Source: an optimization exercise on an open RTL-to-GDS flow (aim: small area). Production flows keep margins and buffers that such runs may drop.
In this exercise RTL edits were held to simulation tests only and were not proved equivalent to the original.
No activity file was given, so power comes from the tool's default toggle rates.

==> flow/design.v <==
`timescale 1ns / 1ps
module btn_dbc(
    input clk,
    input btn_in,
    input rst,
    input ena,
    output btn
    );
    reg [1:0] debounce;
    always @ (posedge clk) begin
        if (rst) begin
            debounce <= 2'b00;
        end
        else begin
            case (debounce)
                2'b00: debounce <= (ena && btn_in) ? 2'b01 : 2'b00;
                2'b01: debounce <= ~ena ? 2'b01 : (btn_in ? 2'b11 : 2'b00);
                2'b11: debounce <= 2'b10;
                default: debounce <= (ena && ~btn_in) ? 2'b00 : 2'b10;
            endcase
        end
    end
    assign btn = debounce == 2'b11;
endmodule
module mem(
    input [3:0] songselect,
    input [8:0] A,
    input [4:0] pitchshift,
    output [9:0] romnote,
    output [4:0] rompit,
    output [3:0] bm1,
    output ge
    );
    wire s1 = songselect == 4'b0001;
    wire s2 = songselect == 4'b0010;
    wire s4 = songselect == 4'b0100;
    wire s8 = songselect == 4'b1000;
    assign ge = s1 ? A >= 9'd93 : s2 ? A >= 9'd67 : s4 ? A >= 9'd374 : s8 ? A >= 9'd10 : A >= 9'd200;
    wire n0 = A[3] ? 1'b0 : 1'b1;
    wire n1 = A[2] ? 1'b0 : n0;
    wire n2 = A[0] ? 1'b0 : n1;
    wire n3 = A[2] ? 1'b1 : 1'b0;
    wire n4 = A[2] ? 1'b0 : 1'b1;
    wire n5 = A[1] ? n4 : n3;
    wire n6 = A[0] ? 1'b0 : n5;
    wire n7 = A[4] ? n6 : n2;
    wire n8 = A[5] ? 1'b0 : n7;
    wire n9 = A[3] ? 1'b1 : 1'b0;
    wire n10 = A[2] ? n9 : 1'b0;
    wire n11 = A[1] ? 1'b0 : n10;
    wire n12 = A[0] ? n11 : 1'b0;
    wire n13 = A[4] ? n12 : 1'b0;
    wire n14 = A[5] ? 1'b0 : n13;
    wire n15 = A[6] ? n14 : n8;
    wire n16 = A[7] ? 1'b0 : n15;
    wire n17 = A[8] ? 1'b0 : n16;
    wire n18 = A[1] ? n10 : 1'b0;
    wire n19 = A[0] ? 1'b0 : n18;
    wire n20 = A[4] ? 1'b0 : n19;
    wire n21 = A[1] ? 1'b0 : n1;
    wire n22 = A[0] ? 1'b0 : n21;
    wire n23 = A[4] ? n22 : 1'b0;
    wire n24 = A[5] ? n23 : n20;
    wire n25 = A[6] ? 1'b0 : n24;
    wire n26 = A[7] ? 1'b0 : n25;
    wire n27 = A[8] ? 1'b0 : n26;
    wire n28 = A[1] ? n1 : 1'b0;
    wire n29 = A[0] ? 1'b0 : n28;
    wire n30 = A[4] ? n29 : n2;
    wire n31 = A[2] ? 1'b0 : n9;
    wire n32 = A[2] ? n0 : 1'b0;
    wire n33 = A[1] ? n32 : n31;
    wire n34 = A[0] ? n33 : 1'b0;
    wire n35 = A[1] ? 1'b0 : n31;
    wire n36 = A[0] ? n35 : 1'b0;
    wire n37 = A[4] ? n36 : n34;
    wire n38 = A[5] ? n37 : n30;
    wire n39 = A[1] ? n10 : n31;
    wire n40 = A[1] ? n9 : n10;
    wire n41 = A[0] ? n40 : n39;
    wire n42 = A[2] ? n0 : 1'b1;
    wire n43 = A[1] ? n42 : n4;
    wire n44 = A[2] ? n9 : 1'b1;
    wire n45 = A[0] ? n44 : n43;
    wire n46 = A[4] ? n45 : n41;
    wire n47 = A[1] ? n42 : n31;
    wire n48 = A[1] ? 1'b0 : n44;
    wire n49 = A[0] ? n48 : n47;
    wire n50 = A[1] ? n0 : n32;
    wire n51 = A[0] ? n50 : 1'b1;
    wire n52 = A[4] ? n51 : n49;
    wire n53 = A[5] ? n52 : n46;
    wire n54 = A[6] ? n53 : n38;
    wire n55 = A[0] ? n11 : n10;
    wire n56 = A[4] ? n11 : n55;
    wire n57 = A[1] ? n32 : 1'b0;
    wire n58 = A[1] ? 1'b0 : n32;
    wire n59 = A[0] ? n58 : n57;
    wire n60 = A[1] ? 1'b0 : n4;
    wire n61 = A[0] ? n60 : n28;
    wire n62 = A[4] ? n61 : n59;
    wire n63 = A[5] ? n62 : n56;
    wire n64 = A[1] ? n9 : n44;
    wire n65 = A[1] ? n10 : n0;
    wire n66 = A[0] ? n11 : n65;
    wire n67 = A[4] ? n66 : n64;
    wire n68 = A[1] ? n1 : n0;
    wire n69 = A[0] ? 1'b0 : n68;
    wire n70 = A[4] ? 1'b0 : n69;
    wire n71 = A[5] ? n70 : n67;
    wire n72 = A[6] ? n71 : n63;
    wire n73 = A[7] ? n72 : n54;
    wire n74 = A[2] ? n0 : n9;
    wire n75 = A[1] ? n0 : n74;
    wire n76 = A[0] ? n21 : n75;
    wire n77 = A[4] ? 1'b0 : n76;
    wire n78 = A[1] ? n10 : n32;
    wire n79 = A[0] ? n11 : n78;
    wire n80 = A[4] ? n69 : n79;
    wire n81 = A[5] ? n80 : n77;
    wire n82 = A[4] ? n76 : 1'b0;
    wire n83 = A[5] ? 1'b0 : n82;
    wire n84 = A[6] ? n83 : n81;
    wire n85 = A[8] ? n84 : n73;
    wire n86 = A[1] ? n31 : n9;
    wire n87 = A[0] ? 1'b0 : n86;
    wire n88 = A[0] ? n21 : 1'b0;
    wire n89 = A[4] ? n88 : n87;
    wire n90 = A[5] ? 1'b0 : n89;
    wire n91 = A[0] ? 1'b0 : n11;
    wire n92 = A[4] ? n91 : 1'b0;
    wire n93 = A[5] ? 1'b0 : n92;
    wire n94 = A[6] ? n93 : n90;
    wire n95 = A[7] ? 1'b0 : n94;
    wire n96 = A[8] ? 1'b0 : n95;
    wire n97 = A[4] ? 1'b0 : n12;
    wire n98 = A[0] ? n18 : 1'b0;
    wire n99 = A[4] ? 1'b0 : n98;
    wire n100 = A[5] ? n99 : n97;
    wire n101 = A[6] ? 1'b0 : n100;
    wire n102 = A[7] ? 1'b0 : n101;
    wire n103 = A[8] ? 1'b0 : n102;
    wire n104 = A[0] ? n18 : n21;
    wire n105 = A[4] ? n104 : n19;
    wire n106 = A[0] ? 1'b0 : n57;
    wire n107 = A[1] ? n1 : n32;
    wire n108 = A[0] ? n107 : 1'b0;
    wire n109 = A[4] ? n108 : n106;
    wire n110 = A[5] ? n109 : n105;
    wire n111 = A[6] ? n110 : 1'b0;
    wire n112 = A[1] ? n31 : 1'b0;
    wire n113 = A[0] ? n112 : n28;
    wire n114 = A[0] ? n58 : 1'b0;
    wire n115 = A[4] ? n114 : n113;
    wire n116 = A[5] ? 1'b0 : n115;
    wire n117 = A[0] ? n58 : n11;
    wire n118 = A[4] ? n117 : n57;
    wire n119 = A[0] ? n35 : n11;
    wire n120 = A[4] ? n36 : n119;
    wire n121 = A[5] ? n120 : n118;
    wire n122 = A[6] ? n121 : n116;
    wire n123 = A[7] ? n122 : n111;
    wire n124 = A[0] ? n11 : n21;
    wire n125 = A[4] ? n22 : n124;
    wire n126 = A[4] ? n119 : n117;
    wire n127 = A[5] ? n126 : n125;
    wire n128 = A[4] ? n124 : n36;
    wire n129 = A[4] ? 1'b0 : n22;
    wire n130 = A[5] ? n129 : n128;
    wire n131 = A[6] ? n130 : n127;
    wire n132 = A[8] ? n131 : n123;
    wire n133 = A[4] ? n22 : n106;
    wire n134 = A[0] ? 1'b0 : n75;
    wire n135 = A[4] ? 1'b0 : n134;
    wire n136 = A[5] ? n135 : n133;
    wire n137 = A[0] ? n112 : 1'b0;
    wire n138 = A[4] ? n137 : 1'b0;
    wire n139 = A[5] ? 1'b0 : n138;
    wire n140 = A[6] ? n139 : n136;
    wire n141 = A[7] ? 1'b0 : n140;
    wire n142 = A[8] ? 1'b0 : n141;
    wire n143 = A[1] ? n31 : n10;
    wire n144 = A[0] ? 1'b0 : n143;
    wire n145 = A[4] ? 1'b0 : n144;
    wire n146 = A[1] ? n9 : 1'b0;
    wire n147 = A[0] ? 1'b0 : n146;
    wire n148 = A[4] ? n98 : n147;
    wire n149 = A[5] ? n148 : n145;
    wire n150 = A[6] ? 1'b0 : n149;
    wire n151 = A[7] ? 1'b0 : n150;
    wire n152 = A[8] ? 1'b0 : n151;
    wire n153 = A[1] ? n74 : n31;
    wire n154 = A[0] ? n153 : n50;
    wire n155 = A[4] ? n154 : n108;
    wire n156 = A[0] ? n86 : n18;
    wire n157 = A[4] ? n156 : n144;
    wire n158 = A[5] ? n157 : n155;
    wire n159 = A[1] ? n31 : n1;
    wire n160 = A[0] ? n18 : n159;
    wire n161 = A[4] ? n114 : n160;
    wire n162 = A[0] ? n18 : n107;
    wire n163 = A[0] ? n146 : n78;
    wire n164 = A[4] ? n163 : n162;
    wire n165 = A[5] ? n164 : n161;
    wire n166 = A[6] ? n165 : n158;
    wire n167 = A[0] ? n60 : n74;
    wire n168 = A[1] ? n31 : n74;
    wire n169 = A[0] ? 1'b0 : n168;
    wire n170 = A[4] ? n169 : n167;
    wire n171 = A[0] ? n44 : n10;
    wire n172 = A[1] ? n10 : n44;
    wire n173 = A[0] ? 1'b0 : n172;
    wire n174 = A[4] ? n173 : n171;
    wire n175 = A[5] ? n174 : n170;
    wire n176 = A[0] ? n31 : n57;
    wire n177 = A[4] ? n176 : n114;
    wire n178 = A[0] ? n10 : n31;
    wire n179 = A[5] ? n178 : n177;
    wire n180 = A[6] ? n179 : n175;
    wire n181 = A[7] ? n180 : n166;
    wire n182 = A[0] ? 1'b0 : n10;
    wire n183 = A[0] ? n1 : 1'b0;
    wire n184 = A[4] ? n183 : n182;
    wire n185 = A[4] ? n178 : n176;
    wire n186 = A[5] ? n185 : n184;
    wire n187 = A[4] ? n182 : n178;
    wire n188 = A[4] ? 1'b0 : n183;
    wire n189 = A[5] ? n188 : n187;
    wire n190 = A[6] ? n189 : n186;
    wire n191 = A[8] ? n190 : n181;
    wire n192 = A[0] ? 1'b0 : n78;
    wire n193 = A[4] ? 1'b0 : n192;
    wire n194 = A[4] ? n134 : 1'b0;
    wire n195 = A[5] ? n194 : n193;
    wire n196 = A[0] ? 1'b0 : n112;
    wire n197 = A[4] ? n196 : 1'b0;
    wire n198 = A[5] ? 1'b0 : n197;
    wire n199 = A[6] ? n198 : n195;
    wire n200 = A[7] ? 1'b0 : n199;
    wire n201 = A[8] ? 1'b0 : n200;
    wire n202 = A[0] ? n31 : 1'b0;
    wire n203 = A[4] ? 1'b0 : n202;
    wire n204 = A[1] ? 1'b0 : n9;
    wire n205 = A[0] ? 1'b0 : n204;
    wire n206 = A[4] ? n19 : n205;
    wire n207 = A[5] ? n206 : n203;
    wire n208 = A[6] ? 1'b0 : n207;
    wire n209 = A[7] ? 1'b0 : n208;
    wire n210 = A[8] ? 1'b0 : n209;
    wire n211 = A[4] ? n12 : n34;
    wire n212 = A[4] ? n22 : n19;
    wire n213 = A[5] ? n212 : n211;
    wire n214 = A[4] ? n36 : 1'b0;
    wire n215 = A[5] ? 1'b0 : n214;
    wire n216 = A[6] ? n215 : n213;
    wire n217 = A[0] ? 1'b0 : n35;
    wire n218 = A[1] ? n1 : n3;
    wire n219 = A[0] ? n218 : n11;
    wire n220 = A[4] ? n219 : n217;
    wire n221 = A[4] ? n34 : 1'b0;
    wire n222 = A[5] ? n221 : n220;
    wire n223 = A[4] ? 1'b0 : n21;
    wire n224 = A[0] ? n57 : n18;
    wire n225 = A[0] ? n58 : n1;
    wire n226 = A[4] ? n225 : n224;
    wire n227 = A[5] ? n226 : n223;
    wire n228 = A[6] ? n227 : n222;
    wire n229 = A[7] ? n228 : n216;
    wire n230 = A[0] ? n35 : n50;
    wire n231 = A[4] ? n230 : n137;
    wire n232 = A[0] ? n57 : n39;
    wire n233 = A[4] ? n232 : 1'b0;
    wire n234 = A[5] ? n233 : n231;
    wire n235 = A[4] ? n137 : n225;
    wire n236 = A[4] ? 1'b0 : n230;
    wire n237 = A[5] ? n236 : n235;
    wire n238 = A[6] ? n237 : n234;
    wire n239 = A[8] ? n238 : n229;
    wire n240 = A[0] ? n28 : 1'b0;
    wire n241 = A[4] ? 1'b0 : n240;
    wire n242 = A[0] ? 1'b0 : n40;
    wire n243 = A[4] ? n22 : n242;
    wire n244 = A[5] ? n243 : n241;
    wire n245 = A[6] ? 1'b0 : n244;
    wire n246 = A[7] ? 1'b0 : n245;
    wire n247 = A[8] ? 1'b0 : n246;
    wire n248 = A[0] ? n146 : 1'b0;
    wire n249 = A[4] ? n248 : n32;
    wire n250 = A[1] ? n32 : n1;
    wire n251 = A[0] ? n250 : 1'b0;
    wire n252 = A[2] ? n9 : n0;
    wire n253 = A[1] ? n1 : n252;
    wire n254 = A[0] ? n253 : 1'b0;
    wire n255 = A[4] ? n254 : n251;
    wire n256 = A[5] ? n255 : n249;
    wire n257 = A[6] ? 1'b0 : n256;
    wire n258 = A[7] ? 1'b0 : n257;
    wire n259 = A[8] ? 1'b0 : n258;
    wire n260 = A[0] ? n153 : 1'b0;
    wire n261 = A[4] ? n260 : 1'b0;
    wire n262 = A[4] ? n19 : 1'b0;
    wire n263 = A[5] ? n262 : n261;
    wire n264 = A[0] ? n112 : n58;
    wire n265 = A[4] ? 1'b0 : n264;
    wire n266 = A[5] ? n265 : n129;
    wire n267 = A[6] ? n266 : n263;
    wire n268 = A[0] ? n35 : n32;
    wire n269 = A[0] ? n21 : n58;
    wire n270 = A[4] ? n269 : n268;
    wire n271 = A[0] ? n58 : n35;
    wire n272 = A[4] ? n271 : n59;
    wire n273 = A[5] ? n272 : n270;
    wire n274 = A[0] ? n40 : n10;
    wire n275 = A[4] ? n22 : n274;
    wire n276 = A[0] ? n21 : n57;
    wire n277 = A[0] ? 1'b0 : n58;
    wire n278 = A[4] ? n277 : n276;
    wire n279 = A[5] ? n278 : n275;
    wire n280 = A[6] ? n279 : n273;
    wire n281 = A[7] ? n280 : n267;
    wire n282 = A[0] ? n58 : n112;
    wire n283 = A[4] ? n217 : n282;
    wire n284 = A[0] ? n1 : n68;
    wire n285 = A[4] ? n276 : n284;
    wire n286 = A[5] ? n285 : n283;
    wire n287 = A[4] ? n282 : n277;
    wire n288 = A[1] ? n4 : 1'b1;
    wire n289 = A[0] ? n4 : n288;
    wire n290 = A[4] ? n289 : n217;
    wire n291 = A[5] ? n290 : n287;
    wire n292 = A[6] ? n291 : n286;
    wire n293 = A[8] ? n292 : n281;
    wire n294 = A[5] ? 1'b0 : n262;
    wire n295 = A[6] ? 1'b0 : n294;
    wire n296 = A[7] ? 1'b0 : n295;
    wire n297 = A[8] ? 1'b0 : n296;
    wire n298 = A[0] ? n32 : 1'b0;
    wire n299 = A[4] ? n298 : n114;
    wire n300 = A[5] ? n299 : n212;
    wire n301 = A[0] ? 1'b0 : n32;
    wire n302 = A[4] ? 1'b0 : n301;
    wire n303 = A[5] ? 1'b0 : n302;
    wire n304 = A[6] ? n303 : n300;
    wire n305 = A[4] ? n240 : 1'b0;
    wire n306 = A[0] ? n57 : 1'b0;
    wire n307 = A[4] ? n306 : 1'b0;
    wire n308 = A[5] ? n307 : n305;
    wire n309 = A[6] ? 1'b0 : n308;
    wire n310 = A[7] ? n309 : n304;
    wire n311 = A[8] ? 1'b0 : n310;
    wire n312 = A[4] ? n242 : 1'b0;
    wire n313 = A[5] ? n312 : 1'b0;
    wire n314 = A[5] ? 1'b0 : n129;
    wire n315 = A[6] ? n314 : n313;
    wire n316 = A[7] ? 1'b0 : n315;
    wire n317 = A[8] ? 1'b0 : n316;
    wire n318 = A[0] ? n11 : n143;
    wire n319 = A[4] ? n318 : 1'b0;
    wire n320 = A[4] ? 1'b0 : n106;
    wire n321 = A[5] ? n320 : n319;
    wire n322 = A[4] ? 1'b0 : n88;
    wire n323 = A[5] ? 1'b0 : n322;
    wire n324 = A[6] ? n323 : n321;
    wire n325 = A[7] ? 1'b0 : n324;
    wire n326 = A[8] ? 1'b0 : n325;
    wire n327 = A[0] ? n143 : 1'b0;
    wire n328 = A[4] ? n98 : n327;
    wire n329 = A[0] ? 1'b0 : n107;
    wire n330 = A[4] ? n329 : n183;
    wire n331 = A[5] ? n330 : n328;
    wire n332 = A[5] ? 1'b0 : n188;
    wire n333 = A[6] ? n332 : n331;
    wire n334 = A[0] ? n21 : n31;
    wire n335 = A[4] ? n334 : 1'b0;
    wire n336 = A[0] ? n58 : n10;
    wire n337 = A[4] ? n336 : n183;
    wire n338 = A[5] ? n337 : n335;
    wire n339 = A[4] ? n298 : 1'b0;
    wire n340 = A[5] ? n339 : n13;
    wire n341 = A[6] ? n340 : n338;
    wire n342 = A[7] ? n341 : n333;
    wire n343 = A[5] ? n97 : n322;
    wire n344 = A[4] ? n88 : n298;
    wire n345 = A[5] ? 1'b0 : n344;
    wire n346 = A[6] ? n345 : n343;
    wire n347 = A[8] ? n346 : n342;
    wire n348 = A[2] ? 1'b1 : n9;
    wire n349 = A[1] ? 1'b1 : n348;
    wire n350 = A[0] ? 1'b0 : n349;
    wire n351 = A[1] ? n0 : n42;
    wire n352 = A[0] ? 1'b0 : n351;
    wire n353 = A[4] ? n352 : n350;
    wire n354 = A[5] ? 1'b0 : n353;
    wire n355 = A[6] ? n354 : 1'b0;
    wire n356 = A[7] ? 1'b0 : n355;
    wire n357 = A[8] ? 1'b0 : n356;
    wire n358 = A[4] ? n352 : n240;
    wire n359 = A[4] ? n137 : n329;
    wire n360 = A[5] ? n359 : n358;
    wire n361 = A[4] ? 1'b0 : n29;
    wire n362 = A[5] ? 1'b0 : n361;
    wire n363 = A[6] ? n362 : n360;
    wire n364 = A[7] ? 1'b0 : n363;
    wire n365 = A[8] ? 1'b0 : n364;
    wire n366 = A[4] ? 1'b0 : n114;
    wire n367 = A[5] ? n366 : 1'b0;
    wire n368 = A[6] ? 1'b0 : n367;
    wire n369 = A[0] ? n11 : n35;
    wire n370 = A[4] ? n369 : 1'b0;
    wire n371 = A[5] ? n370 : n214;
    wire n372 = A[6] ? n371 : 1'b0;
    wire n373 = A[7] ? n372 : n368;
    wire n374 = A[4] ? 1'b0 : n36;
    wire n375 = A[5] ? n374 : n214;
    wire n376 = A[4] ? 1'b0 : n369;
    wire n377 = A[5] ? n36 : n376;
    wire n378 = A[6] ? n377 : n375;
    wire n379 = A[8] ? n378 : n373;
    wire n380 = A[1] ? n3 : n31;
    wire n381 = A[0] ? 1'b0 : n380;
    wire n382 = A[4] ? n381 : 1'b0;
    wire n383 = A[5] ? n129 : n382;
    wire n384 = A[6] ? 1'b0 : n383;
    wire n385 = A[7] ? 1'b0 : n384;
    wire n386 = A[8] ? 1'b0 : n385;
    wire n387 = A[5] ? n214 : 1'b0;
    wire n388 = A[6] ? n314 : n387;
    wire n389 = A[7] ? 1'b0 : n388;
    wire n390 = A[8] ? 1'b0 : n389;
    wire n391 = A[5] ? n129 : 1'b0;
    wire n392 = A[0] ? 1'b0 : n60;
    wire n393 = A[4] ? n392 : 1'b0;
    wire n394 = A[5] ? n393 : 1'b0;
    wire n395 = A[6] ? n394 : n391;
    wire n396 = A[8] ? n395 : 1'b0;
    wire n397 = A[1] ? n3 : n348;
    wire n398 = A[0] ? n397 : 1'b0;
    wire n399 = A[4] ? n398 : 1'b0;
    wire n400 = A[5] ? n322 : n399;
    wire n401 = A[6] ? 1'b0 : n400;
    wire n402 = A[7] ? 1'b0 : n401;
    wire n403 = A[8] ? 1'b0 : n402;
    wire n404 = A[5] ? n339 : 1'b0;
    wire n405 = A[6] ? 1'b0 : n404;
    wire n406 = A[7] ? 1'b0 : n405;
    wire n407 = A[8] ? 1'b0 : n406;
    wire n408 = A[1] ? n42 : 1'b1;
    wire n409 = A[4] ? n408 : 1'b1;
    wire n410 = A[5] ? 1'b0 : n409;
    wire n411 = A[6] ? n410 : 1'b1;
    wire n412 = A[7] ? 1'b0 : n411;
    wire n413 = A[8] ? 1'b0 : n412;
    wire n414 = A[0] ? 1'b1 : n408;
    wire n415 = A[0] ? 1'b1 : n349;
    wire n416 = A[4] ? n415 : n414;
    wire n417 = A[0] ? n44 : 1'b1;
    wire n418 = A[4] ? n417 : 1'b1;
    wire n419 = A[5] ? n418 : n416;
    wire n420 = A[0] ? 1'b1 : n44;
    wire n421 = A[2] ? 1'b1 : n0;
    wire n422 = A[1] ? 1'b1 : n421;
    wire n423 = A[0] ? n422 : 1'b1;
    wire n424 = A[4] ? n423 : n420;
    wire n425 = A[1] ? 1'b1 : n44;
    wire n426 = A[0] ? 1'b1 : n425;
    wire n427 = A[4] ? 1'b1 : n426;
    wire n428 = A[5] ? n427 : n424;
    wire n429 = A[6] ? n428 : n419;
    wire n430 = A[1] ? n44 : n252;
    wire n431 = A[1] ? 1'b1 : n252;
    wire n432 = A[0] ? n431 : n430;
    wire n433 = A[4] ? 1'b1 : n432;
    wire n434 = A[0] ? 1'b1 : n42;
    wire n435 = A[4] ? n415 : n434;
    wire n436 = A[5] ? n435 : n433;
    wire n437 = A[0] ? 1'b1 : n422;
    wire n438 = A[4] ? n437 : 1'b1;
    wire n439 = A[5] ? n438 : 1'b1;
    wire n440 = A[6] ? n439 : n436;
    wire n441 = A[7] ? n440 : n429;
    wire n442 = A[4] ? 1'b1 : n437;
    wire n443 = A[5] ? 1'b1 : n442;
    wire n444 = A[6] ? n443 : 1'b1;
    wire n445 = A[8] ? n444 : n441;
    wire n446 = A[6] ? n14 : 1'b0;
    wire n447 = A[7] ? 1'b0 : n446;
    wire n448 = A[8] ? 1'b0 : n447;
    wire n449 = A[1] ? n421 : 1'b1;
    wire n450 = A[0] ? n449 : n44;
    wire n451 = A[1] ? 1'b0 : 1'b1;
    wire n452 = A[0] ? n42 : n451;
    wire n453 = A[4] ? n452 : n450;
    wire n454 = A[1] ? n421 : n348;
    wire n455 = A[0] ? 1'b1 : n454;
    wire n456 = A[1] ? n44 : 1'b1;
    wire n457 = A[0] ? n456 : n349;
    wire n458 = A[4] ? n457 : n455;
    wire n459 = A[5] ? n458 : n453;
    wire n460 = A[6] ? n459 : n419;
    wire n461 = A[1] ? 1'b1 : n42;
    wire n462 = A[0] ? n461 : 1'b1;
    wire n463 = A[4] ? 1'b1 : n462;
    wire n464 = A[5] ? 1'b1 : n463;
    wire n465 = A[0] ? n422 : n449;
    wire n466 = A[4] ? n408 : n465;
    wire n467 = A[4] ? n437 : n415;
    wire n468 = A[5] ? n467 : n466;
    wire n469 = A[6] ? n468 : n464;
    wire n470 = A[7] ? n469 : n460;
    wire n471 = A[1] ? n348 : n44;
    wire n472 = A[1] ? n348 : 1'b1;
    wire n473 = A[0] ? n472 : n471;
    wire n474 = A[4] ? 1'b1 : n473;
    wire n475 = A[4] ? n415 : n408;
    wire n476 = A[5] ? n475 : n474;
    wire n477 = A[4] ? n473 : n437;
    wire n478 = A[5] ? 1'b1 : n477;
    wire n479 = A[6] ? n478 : n476;
    wire n480 = A[8] ? n479 : n470;
    wire n481 = A[1] ? n348 : n3;
    wire n482 = A[1] ? n74 : n348;
    wire n483 = A[0] ? n482 : n481;
    wire n484 = A[0] ? n40 : 1'b1;
    wire n485 = A[4] ? n484 : n483;
    wire n486 = A[1] ? n3 : n1;
    wire n487 = A[0] ? n486 : n349;
    wire n488 = A[1] ? n10 : n1;
    wire n489 = A[0] ? n10 : n488;
    wire n490 = A[4] ? n489 : n487;
    wire n491 = A[5] ? n490 : n485;
    wire n492 = A[6] ? 1'b0 : n491;
    wire n493 = A[7] ? 1'b0 : n492;
    wire n494 = A[8] ? 1'b0 : n493;
    wire n495 = A[5] ? n339 : n212;
    wire n496 = A[4] ? n36 : n301;
    wire n497 = A[0] ? n21 : n107;
    wire n498 = A[4] ? 1'b0 : n497;
    wire n499 = A[5] ? n498 : n496;
    wire n500 = A[6] ? n499 : n495;
    wire n501 = A[1] ? n32 : n74;
    wire n502 = A[1] ? 1'b0 : n74;
    wire n503 = A[0] ? n502 : n501;
    wire n504 = A[4] ? 1'b0 : n503;
    wire n505 = A[4] ? n22 : n182;
    wire n506 = A[5] ? n505 : n504;
    wire n507 = A[6] ? 1'b0 : n506;
    wire n508 = A[7] ? n507 : n500;
    wire n509 = A[8] ? 1'b0 : n508;
    wire n510 = A[4] ? n423 : 1'b1;
    wire n511 = A[0] ? n349 : n471;
    wire n512 = A[4] ? 1'b1 : n511;
    wire n513 = A[5] ? n512 : n510;
    wire n514 = A[6] ? n513 : 1'b1;
    wire n515 = A[0] ? n0 : n42;
    wire n516 = A[4] ? n415 : n515;
    wire n517 = A[5] ? n516 : n433;
    wire n518 = A[6] ? 1'b1 : n517;
    wire n519 = A[7] ? n518 : n514;
    wire n520 = A[8] ? 1'b1 : n519;
    wire n521 = A[0] ? n42 : n408;
    wire n522 = A[4] ? n521 : 1'b1;
    wire n523 = A[5] ? 1'b0 : n522;
    wire n524 = A[6] ? n523 : 1'b1;
    wire n525 = A[7] ? 1'b0 : n524;
    wire n526 = A[8] ? 1'b0 : n525;
    wire n527 = A[5] ? n223 : 1'b1;
    wire n528 = A[4] ? n40 : 1'b0;
    wire n529 = A[5] ? 1'b1 : n528;
    wire n530 = A[6] ? n529 : n527;
    wire n531 = A[7] ? 1'b1 : n530;
    wire n532 = A[8] ? 1'b1 : n531;
    wire n533 = A[0] ? n44 : n430;
    wire n534 = A[1] ? 1'b1 : 1'b0;
    wire n535 = A[1] ? n9 : n31;
    wire n536 = A[0] ? n535 : n534;
    wire n537 = A[4] ? n536 : n533;
    wire n538 = A[1] ? n9 : n252;
    wire n539 = A[0] ? n538 : n488;
    wire n540 = A[4] ? n539 : n306;
    wire n541 = A[5] ? n540 : n537;
    wire n542 = A[6] ? 1'b1 : n541;
    wire n543 = A[7] ? 1'b1 : n542;
    wire n544 = A[8] ? 1'b1 : n543;
    wire n545 = A[1] ? n0 : 1'b1;
    wire n546 = A[0] ? n545 : n42;
    wire n547 = A[1] ? n42 : n44;
    wire n548 = A[0] ? n547 : n44;
    wire n549 = A[4] ? n548 : n546;
    wire n550 = A[1] ? n348 : n9;
    wire n551 = A[0] ? n348 : n550;
    wire n552 = A[1] ? n9 : n42;
    wire n553 = A[1] ? n3 : n4;
    wire n554 = A[0] ? n553 : n552;
    wire n555 = A[4] ? n554 : n551;
    wire n556 = A[5] ? n555 : n549;
    wire n557 = A[0] ? n461 : n408;
    wire n558 = A[4] ? n557 : 1'b1;
    wire n559 = A[1] ? n42 : n421;
    wire n560 = A[0] ? n559 : n422;
    wire n561 = A[4] ? n560 : n456;
    wire n562 = A[5] ? n561 : n558;
    wire n563 = A[6] ? n562 : n556;
    wire n564 = A[1] ? 1'b1 : n9;
    wire n565 = A[0] ? n425 : n564;
    wire n566 = A[4] ? n422 : n565;
    wire n567 = A[1] ? n3 : 1'b1;
    wire n568 = A[1] ? 1'b1 : n3;
    wire n569 = A[0] ? n568 : n567;
    wire n570 = A[4] ? n461 : n569;
    wire n571 = A[5] ? n570 : n566;
    wire n572 = A[0] ? n559 : n545;
    wire n573 = A[4] ? n572 : 1'b1;
    wire n574 = A[1] ? n42 : n348;
    wire n575 = A[1] ? 1'b1 : n74;
    wire n576 = A[0] ? n575 : n574;
    wire n577 = A[4] ? n576 : n472;
    wire n578 = A[5] ? n577 : n573;
    wire n579 = A[6] ? n578 : n571;
    wire n580 = A[7] ? n579 : n563;
    wire n581 = A[1] ? n9 : 1'b1;
    wire n582 = A[4] ? n425 : n581;
    wire n583 = A[4] ? n472 : n572;
    wire n584 = A[5] ? n583 : n582;
    wire n585 = A[4] ? n581 : n576;
    wire n586 = A[4] ? 1'b1 : n425;
    wire n587 = A[5] ? n586 : n585;
    wire n588 = A[6] ? n587 : n584;
    wire n589 = A[8] ? n588 : n580;
    wire n590 = A[1] ? n421 : n42;
    wire n591 = A[4] ? 1'b1 : n590;
    wire n592 = A[0] ? n21 : 1'b1;
    wire n593 = A[0] ? 1'b0 : 1'b1;
    wire n594 = A[4] ? n593 : n592;
    wire n595 = A[5] ? n594 : n591;
    wire n596 = A[4] ? n484 : n593;
    wire n597 = A[5] ? 1'b1 : n596;
    wire n598 = A[6] ? n597 : n595;
    wire n599 = A[7] ? 1'b1 : n598;
    wire n600 = A[8] ? 1'b1 : n599;
    wire n601 = A[0] ? n456 : 1'b1;
    wire n602 = A[0] ? n40 : n422;
    wire n603 = A[4] ? n602 : n601;
    wire n604 = A[0] ? n349 : n18;
    wire n605 = A[4] ? n604 : n487;
    wire n606 = A[5] ? n605 : n603;
    wire n607 = A[6] ? 1'b1 : n606;
    wire n608 = A[7] ? 1'b1 : n607;
    wire n609 = A[8] ? 1'b1 : n608;
    wire n610 = A[0] ? n408 : n461;
    wire n611 = A[1] ? n44 : n9;
    wire n612 = A[0] ? n564 : n611;
    wire n613 = A[4] ? n612 : n610;
    wire n614 = A[0] ? n425 : n9;
    wire n615 = A[1] ? n44 : n0;
    wire n616 = A[1] ? n10 : n42;
    wire n617 = A[0] ? n616 : n615;
    wire n618 = A[4] ? n617 : n614;
    wire n619 = A[5] ? n618 : n613;
    wire n620 = A[0] ? n349 : n482;
    wire n621 = A[4] ? n620 : n521;
    wire n622 = A[0] ? n538 : n64;
    wire n623 = A[4] ? n622 : n601;
    wire n624 = A[5] ? n623 : n621;
    wire n625 = A[6] ? n624 : n619;
    wire n626 = A[1] ? n421 : n32;
    wire n627 = A[1] ? n421 : n1;
    wire n628 = A[0] ? n627 : n626;
    wire n629 = A[4] ? n423 : n628;
    wire n630 = A[0] ? n421 : n567;
    wire n631 = A[4] ? n462 : n630;
    wire n632 = A[5] ? n631 : n629;
    wire n633 = A[0] ? n408 : n449;
    wire n634 = A[4] ? n633 : 1'b1;
    wire n635 = A[0] ? n472 : 1'b1;
    wire n636 = A[0] ? n349 : n408;
    wire n637 = A[4] ? n636 : n635;
    wire n638 = A[5] ? n637 : n634;
    wire n639 = A[6] ? n638 : n632;
    wire n640 = A[7] ? n639 : n625;
    wire n641 = A[0] ? n581 : 1'b1;
    wire n642 = A[0] ? n425 : 1'b1;
    wire n643 = A[4] ? n642 : n641;
    wire n644 = A[4] ? n635 : n633;
    wire n645 = A[5] ? n644 : n643;
    wire n646 = A[4] ? n641 : n636;
    wire n647 = A[4] ? 1'b1 : n642;
    wire n648 = A[5] ? n647 : n646;
    wire n649 = A[6] ? n648 : n645;
    wire n650 = A[8] ? n649 : n640;
    wire n651 = A[4] ? n21 : 1'b0;
    wire n652 = A[5] ? n651 : 1'b0;
    wire n653 = A[6] ? 1'b0 : n652;
    wire n654 = A[7] ? 1'b0 : n653;
    wire n655 = A[8] ? 1'b0 : n654;
    wire n656 = A[4] ? n306 : n114;
    wire n657 = A[5] ? n656 : n23;
    wire n658 = A[4] ? 1'b0 : n306;
    wire n659 = A[5] ? 1'b0 : n658;
    wire n660 = A[6] ? n659 : n657;
    wire n661 = A[7] ? 1'b0 : n660;
    wire n662 = A[8] ? 1'b0 : n661;
    wire n663 = A[0] ? n18 : n35;
    wire n664 = A[4] ? n663 : n224;
    wire n665 = A[4] ? n137 : n306;
    wire n666 = A[5] ? n665 : n664;
    wire n667 = A[6] ? n362 : n666;
    wire n668 = A[7] ? 1'b0 : n667;
    wire n669 = A[8] ? 1'b0 : n668;
    wire n670 = A[5] ? 1'b0 : n320;
    wire n671 = A[6] ? n670 : 1'b0;
    wire n672 = A[7] ? 1'b0 : n671;
    wire n673 = A[8] ? 1'b0 : n672;
    assign romnote[0] = s1 ? n17 : s2 ? n27 : s4 ? n85 : 1'b0;
    assign romnote[1] = s1 ? n96 : s2 ? n103 : s4 ? n132 : 1'b0;
    assign romnote[2] = s1 ? n142 : s2 ? n152 : s4 ? n191 : 1'b0;
    assign romnote[3] = s1 ? n201 : s2 ? n210 : s4 ? n239 : 1'b0;
    assign romnote[4] = s1 ? n247 : s2 ? n259 : s4 ? n293 : 1'b0;
    assign romnote[5] = s1 ? 1'b0 : s2 ? n297 : s4 ? n311 : 1'b0;
    assign romnote[6] = s1 ? n317 : s2 ? n326 : s4 ? n347 : 1'b0;
    assign romnote[7] = s1 ? n357 : s2 ? n365 : s4 ? n379 : 1'b0;
    assign romnote[8] = s1 ? n386 : s2 ? n390 : s4 ? n396 : 1'b0;
    assign romnote[9] = s1 ? n403 : s2 ? n407 : s4 ? 1'b0 : 1'b0;
    assign rompit[0] = s1 ? n413 : s2 ? n297 : s4 ? n445 : (s8 & (A < 9'd10) & pitchshift[0]);
    assign rompit[1] = s1 ? n448 : s2 ? 1'b0 : s4 ? n480 : (s8 & (A < 9'd10) & pitchshift[1]);
    assign rompit[2] = s1 ? n448 : s2 ? n494 : s4 ? n509 : (s8 & (A < 9'd10) & pitchshift[2]);
    assign rompit[3] = s1 ? n448 : s2 ? n494 : s4 ? n520 : (s8 & (A < 9'd10) & pitchshift[3]);
    assign rompit[4] = s1 ? n526 : s2 ? 1'b0 : s4 ? 1'b0 : (s8 & (A < 9'd10) & pitchshift[4]);
    assign bm1[0] = s1 ? n532 : s2 ? n544 : s4 ? n589 : 1'b1;
    assign bm1[1] = s1 ? n600 : s2 ? n609 : s4 ? n650 : 1'b1;
    assign bm1[2] = s1 ? 1'b0 : s2 ? n655 : s4 ? n662 : 1'b0;
    assign bm1[3] = s1 ? 1'b0 : s2 ? n669 : s4 ? n673 : 1'b0;
endmodule
`timescale 1ns / 1ps
module right_note_machine (
    input clk,
    input rst,  
    input [9:0] rawnote,  
    input mode,  
    input pitchUP,  
    input pitchDOWN,  
    input autospeed,  
    input cycle,  
    input [3:0] songselect,
    output tx  
    );
    reg [9:0] tcnt;
    reg rst_q;
    always @(posedge clk) begin
        rst_q <= rst;
        if (rst) tcnt <= 10'd0;
        else tcnt <= tcnt + 10'd1;
    end
    wire tick = ~rst_q & (tcnt[3:0] == 4'd0);        
    wire beat_fast = tick & (tcnt[8:4] == 5'd0);     
    wire beat_slow = beat_fast & ~tcnt[9];           
    wire btnUP, btnDOWN, btnMODE;
    btn_dbc bUP(clk, pitchUP, rst, tick, btnUP);
    btn_dbc bDOWN(clk, pitchDOWN, rst, tick, btnDOWN);
    btn_dbc bMODE(clk, mode, rst, tick, btnMODE);
    reg playbackMode;
    reg [4:0] pitch;
    always @(posedge clk) begin
        if (rst) playbackMode <= 1'b0;
        else if (btnMODE) playbackMode <= ~playbackMode;
        if (rst) pitch <= 5'd7;
        else if (btnDOWN) pitch <= (pitch == 5'd0) ? 5'd0 : pitch - 5'd1;
        else if (btnUP) pitch <= (pitch == 5'd19) ? 5'd19 : pitch + 5'd1;
    end
    reg [8:0] step;   
    reg [3:0] cnt;    
    wire [9:0] romnote;
    wire [4:0] rompit;
    wire [3:0] bm1;
    wire ge;
    mem m0(songselect, step, pitch, romnote, rompit, bm1, ge);
    wire play = playbackMode & ~(ge & ~cycle);
    wire [9:0] key = play ? (romnote | rawnote) : rawnote;
    wire [4:0] ps = play ? rompit : pitch;
    wire pulse = play & (autospeed ? beat_slow : beat_fast);
    always @(posedge clk) begin
        if (rst) begin
            step <= 9'd0;
            cnt <= 4'd0;
        end else if (pulse) begin
            if (cnt == bm1) begin
                cnt <= 4'd0;
                step <= ge ? 9'd0 : step + 9'd1;  
            end else cnt <= cnt + 4'd1;
        end
    end
    reg [9:0] key_reg;
    reg [9:0] difference;
    reg [4:0] ps_reg;
    reg mstart;
    wire working;     
    wire mready = ~working;
    wire pchg = ps_reg != ps;
    wire [9:0] first_k = key_reg & (~key_reg + 10'd1);
    wire [9:0] first_d = difference & (~difference + 10'd1);
    wire [9:0] first = pchg ? first_k : first_d;
    wire any = pchg ? |key_reg : |difference;
    wire [3:0] koff;
    assign koff[0] = first[2] | first[3] | first[4] | first[9];
    assign koff[1] = first[1] | first[2] | first[4] | first[6] | first[8] | first[9];
    assign koff[2] = first[3] | first[4] | first[7] | first[8] | first[9];
    assign koff[3] = first[5] | first[6] | first[7] | first[8] | first[9];
    wire new_on = ~pchg & |(first & key);
    reg msg_on;
    reg [6:0] msg_note;
    always @(posedge clk) begin
        if (rst) begin
            difference <= 10'd0;
            key_reg <= 10'd0;
            ps_reg <= 5'd7;
            mstart <= 1'b0;
        end else begin
            difference <= key ^ key_reg;
            if (mready) begin
                ps_reg <= ps;
                if (any) begin
                    key_reg <= (key_reg & ~first) | (first & key & {10{~pchg}});
                    mstart <= 1'b1;
                end
            end else mstart <= 1'b0;
        end
        if (mready & any & ~mstart) begin
            msg_on <= new_on;
            msg_note <= 7'h32 + koff + ps_reg;
        end
    end
    reg [1:0] mst;
    reg [3:0] count;
    reg [2:0] cd;
    assign working = (mst != 2'd0) | (count == 4'd13);
    wire idle = count == 4'd15;
    wire last = (count == 4'd10) & (cd == 3'd7);
    wire tready = idle | last;
    always @(posedge clk) begin
        if (rst) mst <= 2'd0;
        else if (mstart & ~working) mst <= 2'd1;
        else if (tready & (mst != 2'd0)) mst <= mst + 2'd1;
        if (rst) begin
            count <= 4'd15;
            cd <= 3'd0;
        end else if (tready) begin
            count <= (mst == 2'd3) ? 4'd13 : (mst != 2'd0) ? 4'd14 : 4'd15;
            cd <= 3'd0;
        end else if ((count == 4'd13) | (count == 4'd14)) count <= 4'd0;
        else {count, cd} <= {count, cd} + 7'd1;
    end
    wire [7:0] tbyte = (mst == 2'd2) ? {3'b100, msg_on, 4'b0000} :
                       (mst == 2'd3) ? {1'b0, msg_note} : 8'h20;
    reg bitv;
    always @(*) begin
        case (count)
            4'd0: bitv = 1'b0;
            4'd1: bitv = tbyte[0];
            4'd2: bitv = tbyte[1];
            4'd3: bitv = tbyte[2];
            4'd4: bitv = tbyte[3];
            4'd5: bitv = tbyte[4];
            4'd6: bitv = tbyte[5];
            4'd7: bitv = tbyte[6];
            4'd8: bitv = tbyte[7];
            default: bitv = 1'b1;
        endcase
    end
    assign tx = bitv;
endmodule
==> flow/flow/run.sh <==
#!/bin/bash
# The standard layout, with these changes:
# - synthesis maps the logic for area: flow/synth.tcl runs ABC with flow/area.script,
#   which restructures the logic with &deepsyn and maps it with area recovery, and
#   adders are left to ABC (no full/half-adder extraction, no Kogge-Stone carry map);
# - the port buffers are buf_1;
# - the clock tree uses clkbuf_8 and no dummy loads.
# Each ORFS step writes its own log under orfs/logs; make's output goes to flow_make.log.
set -euo pipefail
cd "$(dirname "$0")/.."
WORK=$(pwd)
export AREA_ABC_SCRIPT=$WORK/flow/area.script
bash standard.sh \
  SYNTH_SCRIPT=$WORK/flow/synth.tcl \
  ADDER_MAP_FILE= \
  SYNTH_OPERATIONS_ARGS=-nofsm \
  "BUFFER_PORTS_ARGS=-buffer_cell sky130_fd_sc_hd__buf_1" \
  "CTS_ARGS=-sink_clustering_enable -repair_clock_nets -dont_use_dummy_load -buf_list sky130_fd_sc_hd__clkbuf_8" \
  finish > $WORK/flow_make.log 2>&1
==> flow/flow/area.script <==
&get -n
&st
&deepsyn -T 40 -S 1
&deepsyn -T 40 -S 2
&deepsyn -T 40 -S 3
&deepsyn -T 40 -S 4
&deepsyn -T 40 -S 5
&dch
&nf -R 1000
&put
topo
==> flow/flow/synth.tcl <==
# The standard synthesis (synth_recipe.tcl), with one change: ABC maps the logic with
# flow/area.script, an area-oriented script (&deepsyn, then mapping with area recovery), in place of ORFS's speed script. Flip-flops
# are mapped before ABC runs, so the registers are the standard synthesis's.
proc synth {args} { yosys synth -nofsm -noshare {*}$args }
proc abc {args} {
  set new {}
  set skip 0
  foreach a $args {
    if {$skip} { lappend new $::env(AREA_ABC_SCRIPT); set skip 0; continue }
    if {$a eq "-script"} { lappend new -script; set skip 1; continue }
    lappend new $a
  }
  puts "abc with the area script: $new"
  yosys abc {*}$new
}
source $::env(SCRIPTS_DIR)/synth.tcl
# left out here: clear keep_hierarchy, flatten, clean up, hide names made inside functions, write 1_2_yosys.v
==> flow/standard.sh <==
#!/bin/bash
# synth_recipe.tcl (not shown) runs the flow's synth.tcl, then flattens the netlist and writes it again
# the make line also repeats each setting of config.mk as NAME=value (left out here)
make -C /OpenROAD-flow-scripts/flow DESIGN_CONFIG=/design/flow/config.mk WORK_HOME=/design/flow/orfs CLKGATE_MAP_FILE= SYNTH_SCRIPT=/design/flow/synth_recipe.tcl "${@:-finish}"
==> flow/config.mk <==
export PLATFORM = sky130hd
export DESIGN_NAME = right_note_machine
export DESIGN_NICKNAME = right_note_machine
export VERILOG_FILES = /design/flow/design.v
export SDC_FILE = /design/flow/constraint.sdc
export NUM_CORES = 4
export LEC_CHECK = 0
export CAP_MARGIN = 20
export CORE_MARGIN = 2
export CORE_UTILIZATION = 50
export GPL_TIMING_DRIVEN = 0
export SLEW_MARGIN = 20
export SYNTH_MEMORY_MAX_BITS = 65536
==> flow/constraint.sdc <==
create_clock -name core_clock -period 10.0 [get_ports {clk}]
set_input_delay 2.0000 -clock core_clock [delete_from_list [all_inputs] [get_ports {clk}]]
set_output_delay 2.0000 -clock core_clock [all_outputs]
set_load 0.01 [all_outputs]
==> flow_summary.toml, run 1 <==
[worst_setup_path]
critical_path_required_ns = 10.09
critPathMostFrequentCell = "nor2_1"
ff2ff_path_depth = 28
timing.rr.start = "step[2]"
reg2reg_setup_slack_ns = 0.91
slowest_stage = "nor4_2"
critPathLaunchType = "input port"
r2r_end = "msg_note[6]"
max_stage_delay_ns = 0.69
end_kind = "flip-flop"
cp.arrival_ns = 9.43
crit_fanout = 10
worst-setup-path-type = "in2reg"

[clock_tree]
postCtsHoldBufs = 0
cts.clk_slew.worst_paths_ns = 0.08
post-cts-setup-buffers = 0
cts_sinks = 79
root_buffer = "clkbuf_8"
cts_made_buffers = 9
htreeDepth = 3
cts_resized = 0
cts_tree = "done"
clk_latency_ns = 0.38
clk_path_buf_depth = 2

[synth]
synth_ff_type = "dfxtp_1"
ys_seq_area_share_pct = 25.9
synth-seq-cells = 79
syn_area_mm2 = 0.00641
synth.distinct_cells = 59
yosys_warnings = 2
synth_fp_nets = 980
syn_inst = 959
synth_enable_flop_cells = 8
async_flop_share_pct = 0
synth.avg_cell_area_um2 = 6.68

[sta]
skew_ns = 0.0337
fmax_mhz = 107
rsz0062_at_grt = "false"
post-route-period-util_pct = 93.4
setup_viol = 0
finalHoldViolations = 0
finalCriticalPeriod_ns = 9.34
final-max-slew-violation-count = 0
maxSlewHeadroom_pct = 21.5
tightestPinTransition_ns = 1.18

[detailed_routing]
viasPerCell = 7.46
wl_per_cell_um = 26.1
drc = 0
drt_iter0_markers = 1755
vias = 8702
antenna_left = 0
drt-pass1-iter-count = 8
routed_wl_um = 30500

[hold_path]
hold_start = "bUP.debounce[1]"
hold_class = "reg2reg"
hold_path_end = "bUP.debounce[0]"
hold_depth = 1

[finish]
final_nets = 1018
drive_gt1_share_pct = 2.61
insertedDiodeCount = 0
syn_to_final_growth_pct = 8.85
final_cell_area_mm2 = 0.00697

[run]
drv_cap = 0

[pwr]
power_density_mw_per_mm2 = 112
seq_power_share_pct = 51.8
intPower_uw = 513
p_total_uw = 780
p_comb_share_pct = 24.3
p_leak_uw = 0.00234
p_sw_uw = 268
clock_power_share_pct = 23.9
max-vdd-ir-drop_mv = 0.0895
swShare_pct = 34.3

[placement]
hpwl_um = 21800
globalplace.congestion = 1.11
place_area_mm2 = 0.00684
port_buffers = 21

[floorplanning]
die-area_mm2 = 0.0137
die_y_um = 117
row_count = 41
initial_core_util_pct = 51.0
io_pins = 22
die-width_um = 117
core_area_mm2 = 0.0126

[global_route]
grt_pass1_vias = 7836
antenna_found_initial = 0
grt_overflow = 0
grt_pass1_wl_um = 44900
grt_usage_pct = 44.1
grt_max_degree = 50

[status]
status = "complete, no violations"
-- worst max-delay path by stage --
stage,start,to,slack [ns],depth (start not counted)
after global placement,songselect[3],msg_note[6],-0.50,28
after detailed placement,songselect[0],msg_note[6],0.21,29
after floorplan,songselect[3],msg_note[6],2.07,27
after global routing,songselect[0],msg_note[6],0.23,29
final,songselect[0],msg_note[6],0.66,29
after CTS,songselect[0],msg_note[6],0.57,29
-- area by class of cell --
class / count / area, um2
Clock buffer: 9 / 124
Fill cell: 1212 / 5600
Inverter: 16 / 60.1
Multi-Input combinational cell: 864 / 4700
Sequential cell: 79 / 1670
Tap cell: 172 / 215
Timing Repair Buffer: 27 / 201
-- cells in the mapped netlist (3+ instances only) --
master	count	share of area (%)
and2_0	12	1.2
o31a_1	3	0.41
edfxtp_1	8	3.7
a22o_1	3	0.41
o2111ai_1	7	0.96
or3_1	11	1.1
nor2_1	158	9.3
o22ai_1	12	1.2
a211oi_1	9	1.1
o221ai_1	4	0.55
o31ai_1	14	1.6
and3_1	13	1.3
a21oi_1	93	7.3
xnor2_1	14	1.9
a32oi_1	4	0.55
a21o_1	5	0.59
nand3b_1	4	0.47
xor2_1	13	1.8
clkinv_1	16	0.94
o211ai_1	6	0.70
nand2_1	128	7.5
nor3_1	48	3.7
dfxtp_1	71	22
nand2b_1	20	2.0
a31oi_1	16	1.6
nor2b_1	32	3.1
o21a_1	7	0.82
or4_1	3	0.35
o21ai_0	82	6.4
or2_0	13	1.3
a22oi_1	20	2.3
a221oi_1	5	0.68
nand3_1	38	3.0
a311oi_1	5	0.68
nor4_1	11	1.1
nand4_1	17	1.7
-- cells in the final DEF, fill, tap and decap left out, types with 17 or more instances in the layout --
master / count
nor3_1: 46
nor2_1: 157
a21oi_1: 93
nand3_1: 38
buf_1: 20
a22oi_1: 20
nand2_1: 128
nand2b_1: 20
nand4_1: 17
dfxtp_1: 65
nor2b_1: 32
o21ai_0: 81
-- through the flow --
step                      cells  hold WS, ns  utilization, %  setup slack [ns]  TNS [ns]
after global routing       1167        0.494            55.5             0.226         0
final                      1167        0.468            55.5             0.657         0
after global placement     1152        0.432            53.3            -0.502     -1.33
after floorplan             959        0.422               -              2.07         0
after CTS                  1167        0.466            55.4             0.573         0
after detailed placement   1158        0.449            54.4             0.213         0
-- cells by family (layout without fill, tap and decap cells) --
group | count (synthesis) | in the layout | synth area share, %
simple gates | 518 | 518 | 38.3
compound gates | 316 | 316 | 30.7
flops | 79 | 79 | 25.9
xor+xnor | 27 | 27 | 3.69
buf+inv | 16 | 52 | 0.938
fa+ha+maj | 2 | 2 | 0.313
mux | 1 | 1 | 0.156
-- power groups by stage --
stage,clock [uW],combinational (uW),sequential [uW]
6_report,187,190,404
5_1_grt,201,205,409
4_1_cts,189,184,403
3_5_place_dp,0,183,410
3_3_place_gp,0,167,406
2_1_floorplan,0,133,399
-- routing by layer --
layer  track usage [%]  up-vias  wire length (um)
li1                  -     3684                 -
met4              30.6        0              2750
met2              66.8      874             12900
met3              18.5      262              4420
met1              50.2     3882             10500
met5                 0        -                 0
-- critical path: cells and delay by family --
family / cells / cell delay, ns
mux: 1 / 0.36
compound gates: 5 / 1.01
buf+inv: 3 / 0.46
fa+ha+maj: 2 / 0.81
simple gates: 18 / 4.77
==> run 2, diff against run 1 <==
==> flow/flow/area.script (replaced) <==
&get -n
&st
&deepsyn -T 40 -S 1
&deepsyn -T 40 -S 2
&deepsyn -T 40 -S 3
&deepsyn -T 40 -S 4
&deepsyn -T 40 -S 5
&deepsyn -T 40 -S 6
&deepsyn -T 40 -S 7
&deepsyn -T 40 -S 8
&dch
&nf -R 1000 -E 100 -C 32 -F 8 -A 8
&put
topo
--- a/flow/config.mk
+++ b/flow/config.mk
@@ -9,5 +9,6 @@
 export CORE_MARGIN = 2
 export CORE_UTILIZATION = 50
 export GPL_TIMING_DRIVEN = 0
+export SETUP_SLACK_MARGIN = 0.6
 export SLEW_MARGIN = 20
 export SYNTH_MEMORY_MAX_BITS = 65536
==> run 2 against run 1 <==
  * Clock-buffer cell count stayed put
  * Register-to-register slack better by 0.43 ns
  * Via count is 2.6% lower
  * Synthesized area is 2.9% lower
  * Routed wire length is 4.7% lower
  * Critical endpoint unchanged
  * Largest power group unchanged
  * Largest cell class unchanged
==> flow_summary.toml, run 2 <==
[status]
status = "complete, no violations"

[finish]
final_nets = 958
fin_cells = 1103
nFillCells = 1135
insertedDiodeCount = 0
final_common_cell = "nand2_1"
drive_gt1_share_pct = 2.78
syn_to_final_growth_pct = 8.69
final_cell_mix = "nand2_1, nor2_1, a21oi_1, o21ai_0, dfxtp_1"
final_cell_area_mm2 = 0.00676

[pwr]
p_total_uw = 893
p_comb_share_pct = 31.6
seq_power_share_pct = 47.4
p_leak_uw = 0.00218
max-vdd-ir-drop_mv = 0.133
clock_power_share_pct = 21.0
p_sw_uw = 353
power_density_mw_per_mm2 = 132
swShare_pct = 39.6
intPower_uw = 540

[global_route]
antenna_found_initial = 0
grt_pass1_vias = 7849
grt_max_degree = 38
grt_usage_pct = 43.4
grt_overflow = 0
grt_pass1_wl_um = 44000

[detailed_routing]
drt-pass1-iter-count = 14
vias = 8476
drc = 0
antenna_left = 0
wl_per_cell_um = 26.4
drt_iter0_markers = 1833
routed_wl_um = 29100
viasPerCell = 7.68

[synth]
async_flop_share_pct = 0
synth_fp_nets = 922
synth_enable_flop_cells = 8
synth.distinct_cells = 53
synthTopCellsByArea = "dfxtp_1, a21oi_1, nand2_1, nor2_1, o21ai_0"
syn_area_mm2 = 0.00622
synth_ff_type = "dfxtp_1"
synth-seq-cells = 79
yosys_warnings = 2
syn_inst = 901
synth.avg_cell_area_um2 = 6.90
ys_seq_area_share_pct = 26.7
yosys.area.top_type_share_pct = 22.8
ys_top_cells_by_count = "nand2_1, nor2_1, a21oi_1"
yosysTopAreaCell = "dfxtp_1"
yosysMostFrequentCell = "nand2_1"

[worst_setup_path]
slowest_stage = "or4b_1"
critical_path_required_ns = 10.10
critPathTopFamily = "simple AND/OR/NAND/NOR gates"
critPathLaunchType = "input port"
cp.arrival_ns = 9.10
worst-setup-path-type = "in2reg"
end_kind = "flip-flop"
crit_fanout = 14
reg2reg_setup_slack_ns = 1.34
crit_buf_inv = 3
max_stage_delay_ns = 0.60

[sta]
setup_tns_ns = 0
finalCriticalPeriod_ns = 9.00
tightestPinTransition_ns = 1.20
post-route-period-util_pct = 90.0
setup_viol = 0
skew_ns = 0.0316
whs_ns = 0.484
final-max-slew-violation-count = 0
maxSlewHeadroom_pct = 19.1
fmax_mhz = 111
rsz0062_at_grt = "false"
finalHoldViolations = 0

[run]
drv_cap = 0

[floorplanning]
die-width_um = 116
initial_core_util_pct = 51.6
die_y_um = 116
row_count = 40
io_pins = 22
core_area_mm2 = 0.0121
die-area_mm2 = 0.0134

[clock_tree]
cts_made_buffers = 9
cts.clk_slew.worst_paths_ns = 0.06
cts_sinks = 79
htreeDepth = 3
clk_latency_ns = 0.39
root_buffer = "clkbuf_8"
postCtsHoldBufs = 0
clk_path_buf_depth = 2
cts_tree = "done"

[placement]
place_area_mm2 = 0.00663
port_buffers = 21
globalplace.congestion = 1.12
hpwl_um = 20400
dp_cells = 1094

[hold_path]
hold_class = "reg2reg"
==> run 2: layout make-up <==
class | instances | area [um2] | share of cell area, %
clock buffers | 9 | 124 | 1.83
inverters | 26 | 97.6 | 1.44
flip-flops and latches | 79 | 1670 | 24.7
well taps | 168 | 210 | 3.11
repair buffers | 25 | 168 | 2.48
multi-input cells | 796 | 4490 | 66.5
==> run 2: cells by family (layout without fill, tap and decap cells) <==
kind of cell / Yosys count / in the layout / synth area share, %
AND/OR/NAND/NOR: 434 / 434 / 32.8
AO/OA/AOI/OAI: 329 / 329 / 34.2
flip-flops: 79 / 79 / 26.7
XOR/XNOR: 31 / 31 / 4.36
buffers and inverters: 26 / 60 / 1.57
adder cells (fa/ha/maj): 2 / 2 / 0.322
==> run 2: stage by stage <==
stage / util [%] / setup WS [ns]
global route: 56.1 / 0.620
floorplan: - / 2.38
CTS: 56.0 / 0.767
finish: 56.1 / 1.00
detailed placement: 55.0 / 0.418
global placement: 54.0 / 0.560
==> run 2: routing by layer <==
metal	up-vias	GRT usage [%]	part of all wire, %	wire length, um
li1	3532	-	-	-
met1	3897	50.9	35	10200
met2	781	66.2	42	12100
met3	266	14.5	13	3890
met4	0	31.6	9.8	2850
met5	-	0	0	0
==> run 2: final timing paths <==
kind / depth (start not counted) / start / endpoint
min reg2reg: 1 / bUP.debounce[1] / bUP.debounce[0]
min: 1 / bUP.debounce[1] / bUP.debounce[0]
max reg2reg: 29 / step[5] / msg_note[6]
max: 28 / songselect[3] / msg_note[6]
==> run 2: repair_timing <==
action | CTS | global route
gates resized for setup | 0 | 2
setup buffers | 0 | 0
hold endpoints to repair | 0 | 0
setup endpoints to repair | 0 | 3
==> run 2: power by group through the flow <==
stage                     clock network (uW)  logic, uW  registers, uW
final                                    188        282            423
after global routing                     199        306            427
after global placement                     0        252            425
after CTS                                190        270            419
after floorplan                            0        187            412
after detailed placement                   0        268            427
==> run 3, diff against run 2 <==
--- a/flow/flow/area.script
+++ b/flow/flow/area.script
@@ -8,6 +8,10 @@
 &deepsyn -T 40 -S 6
 &deepsyn -T 40 -S 7
 &deepsyn -T 40 -S 8
+&deepsyn -T 40 -S 9
+&deepsyn -T 40 -S 10
+&deepsyn -T 40 -S 11
+&deepsyn -T 40 -S 12
 &dch
 &nf -R 1000 -E 100 -C 32 -F 8 -A 8
 &put
==> run 3 against run 2 <==
  * Sequential cell count unchanged
  * Global-route usage down 0.47 points
  * Sequential power is essentially flat
  * Maximum frequency is 1.5% higher
  * Combinational power is 8.2% higher
  * First-iteration DRC count is 0.22% lower
  * Die area shrank 1.1%
  * Worst setup slack better by 0.13 ns
  * Synthesized area decreased by 1.1%
==> flow_summary.toml, run 3 <==
[status]
status = "complete, no violations"

[global_route]
met3_usage_pct = 19.0
grt_pass1_vias = 7753
busiest_layer = "met2"
grt_usage_pct = 42.9
grt_max_degree = 44
grt_overflow = 0
use_met1_pct = 50.9
grt_pass1_wl_um = 43100
antenna_found_initial = 0
met2_usage_pct = 64.0

[synth]
synthTopCellsByArea = "dfxtp_1, nor2_1, a21oi_1, nand2_1, o21ai_0"
yosysTopAreaCell = "dfxtp_1"
syn_inst = 887
synth_xor_xnor_area_share_pct = 4.13
synth.distinct_cells = 56
async_flop_share_pct = 0
ys_seq_area_share_pct = 27.0
synth_ff_type = "dfxtp_1"
yosysMostFrequentCell = "nor2_1"
synth_compound_gate_area_share_pct = 34.7
synth-seq-cells = 79
synth_fp_nets = 908
synth.avg_cell_area_um2 = 6.94
yosys_warnings = 2
syn_area_mm2 = 0.00615
ys_top_cells_by_count = "nor2_1, nand2_1, a21oi_1"
synth_top_family_by_area = "compound AO/OA/AOI/OAI gates"
yosys.area_share.simple_pct = 32.4
synth_enable_flop_cells = 8
yosys.area.top_type_share_pct = 23.1
synthMuxAreaShare_pct = 0
synth_fa_ha_area_share_pct = 0.325

[sta]
tightestPinTransition_ns = 1.15
rsz0062_at_grt = "false"
finalHoldViolations = 0
maxSlewHeadroom_pct = 23.4
skew_ns = 0.0283
fmax_mhz = 113
setup_tns_ns = 0
final-max-slew-violation-count = 0
finalCriticalPeriod_ns = 8.86
post-route-period-util_pct = 88.6
setup_viol = 0

[clock_tree]
cts_made_buffers = 9
cts.clk_slew.worst_paths_ns = 0.08
post-cts-setup-buffers = 0
clk_latency_ns = 0.37
cts_sinks = 79
cts_tree = "done"
root_buffer = "clkbuf_8"
htreeDepth = 3
postCtsHoldBufs = 0
clk_path_buf_depth = 2
cts_resized = 0

[finish]
multi_input_area_mm2 = 0.00442
final_nets = 942
fin_cells = 1066
drive_gt1_share_pct = 2.18
final_cell_mix = "nor2_1, nand2_1, a21oi_1, o21ai_0, dfxtp_1"
nFillCells = 1170
insertedDiodeCount = 0
syn_to_final_growth_pct = 7.48
final_common_cell = "nor2_1"
seq_area_mm2 = 0.00167

[worst_setup_path]
critical_path_required_ns = 10.10
critPathLaunchType = "input port"
slowest_stage = "o21a_1"
reg2reg_setup_slack_ns = 1.52
endpoint = "msg_note[5]"
worst-setup-path-type = "in2reg"
cp.arrival_ns = 8.96
end_kind = "flip-flop"
r2r_end = "msg_note[5]"
ff2ff_path_depth = 28
crit_fanout = 14
max_stage_delay_ns = 0.58
worstSetupStartpoint = "songselect[3]"
timing.rr.start = "step[2]"

[detailed_routing]
drc = 0
drt_iter0_markers = 1829
wl_per_cell_um = 26.8
drt-pass1-iter-count = 10
routed_wl_um = 28600
vias = 8238
viasPerCell = 7.73
antenna_left = 0

[run]
drv_cap = 0

[floorplanning]
die-width_um = 115
core_area_mm2 = 0.0120
die-area_mm2 = 0.0132
io_pins = 22
initial_core_util_pct = 51.2
die_y_um = 115
row_count = 40

[pwr]
p_leak_uw = 0.00220
max-vdd-ir-drop_mv = 0.0760
power_density_mw_per_mm2 = 138

[placement]
globalplace.congestion = 1.14
hpwl_um = 20300
port_buffers = 21
dp_cells = 1057

[hold_path]
hold_class = "reg2reg"
run 3: cell count changes after synthesis, moves of 5 or more:
cell / change
nor2_1: +7
nand2_1: -22
a22oi_1: +5
nor3_1: +13
o211ai_1: +8
a21oi_1: -6
nand3_1: -7
run 3: layer usage:
layer | wire [um] | vias to the layer above | part of all wire, %
li1 | - | 3492 | -
met1 | 10200 | 3716 | 36
met2 | 11600 | 766 | 41
met3 | 4360 | 264 | 15
met4 | 2450 | 0 | 8.5
met5 | 0 | - | 0
run 3: worst min path at each step:
stage / from / end / slack (ns) / depth (start not counted)
3_5_place_dp: bUP.debounce[1] / bUP.debounce[0] / 0.45 / 1
2_1_floorplan: bUP.debounce[1] / bUP.debounce[0] / 0.42 / 1
4_1_cts: bUP.debounce[1] / bUP.debounce[0] / 0.46 / 1
3_3_place_gp: bUP.debounce[1] / bUP.debounce[0] / 0.43 / 1
6_report: bUP.debounce[1] / bUP.debounce[0] / 0.47 / 1
5_1_grt: bUP.debounce[1] / bUP.debounce[0] / 0.49 / 1
run 3: area by class of cell:
| cell class | instances | share of cell area [%] |
|---|---|---|
| multi-input cells | 784 | 66.8 |
| inverters | 24 | 1.36 |
| repair buffers | 23 | 1.93 |
| well taps | 147 | 2.78 |
| flip-flops and latches | 79 | 25.2 |
| clock buffers | 9 | 1.87 |
run 3: metrics by stage:
| stage | instance area [um2] | power [uW] | setup WS [ns] | hold WS, ns | util [%] |
|---|---|---|---|---|---|
| after floorplan | 6150 | 609 | 2.80 | 0.416 | - |
| after global placement | 6420 | 692 | 0.940 | 0.428 | 53.4 |
| after detailed placement | 6480 | 710 | 1.05 | 0.452 | 53.9 |
| after CTS | 6600 | 894 | 1.41 | 0.461 | 54.9 |
| after global routing | 6610 | 952 | 0.650 | 0.491 | 55.1 |
| final | 6610 | 915 | 1.14 | 0.466 | 55.1 |
run 3: report_power, final:
part | leakage (uW) | internal [uW] | switching [uW] | total, uW
Sequential | 0.000657 | 372 | 50.0 | 422
Combinational | 0.00147 | 89.9 | 215 | 305
Clock | 0.0000647 | 80.5 | 107 | 188
run 3: worst max-delay path, delay by kind of cell:
family	cells	cell delay, ns
AO/OA/AOI/OAI	9	2.27
AND/OR/NAND/NOR	14	3.44
XOR/XNOR	1	0.17
adder cells (fa/ha/maj)	2	0.78
buffers and inverters	3	0.27
run 3: cell families after synthesis:
group	after synthesis
and+or+nand+nor	423
AOI/OAI and AO/OA	330
DFF	79
xor gates and xnor gates	29
buffers and inverters	24
adders and majority gates	2

==> re-timing with driven ports <==
How much do the figures lean on ideal ports? The routed layouts below were timed once more, with nothing changed but the port constraints. Step 1 assumes that a clkbuf_16 drives the clock port and a buf_2 every other input. Step 2 adds t to the input delays and takes it off the output delays; t is the mean of the earliest and latest rising clock arrival at the registers after step 1. Input paths then give back, and output paths get back, about the clock's delay inside the block. Slacks: ideal ports / drivers / drivers and shift; pairs: ideal ports / drivers.
run	t, ns	slack for setup (ns)	worst setup path after step 2	clock arrival spread, ns	worst slew at a driven data input, ns
run 1	0.402	0.657 / 0.671 / 0.269	input to register	0.035 / 0.034	0.03
run 2	0.410	1.004 / 1.021 / 0.611	input to register	0.031 / 0.032	0.04
run 3	0.396	1.137 / 1.156 / 0.760	input to register	0.029 / 0.028	0.05
After both steps setup and hold are still met in every run listed. For run 2, which loses most, drivers alone change the setup slack by +0.017 ns; drivers and shift together by -0.393 ns.
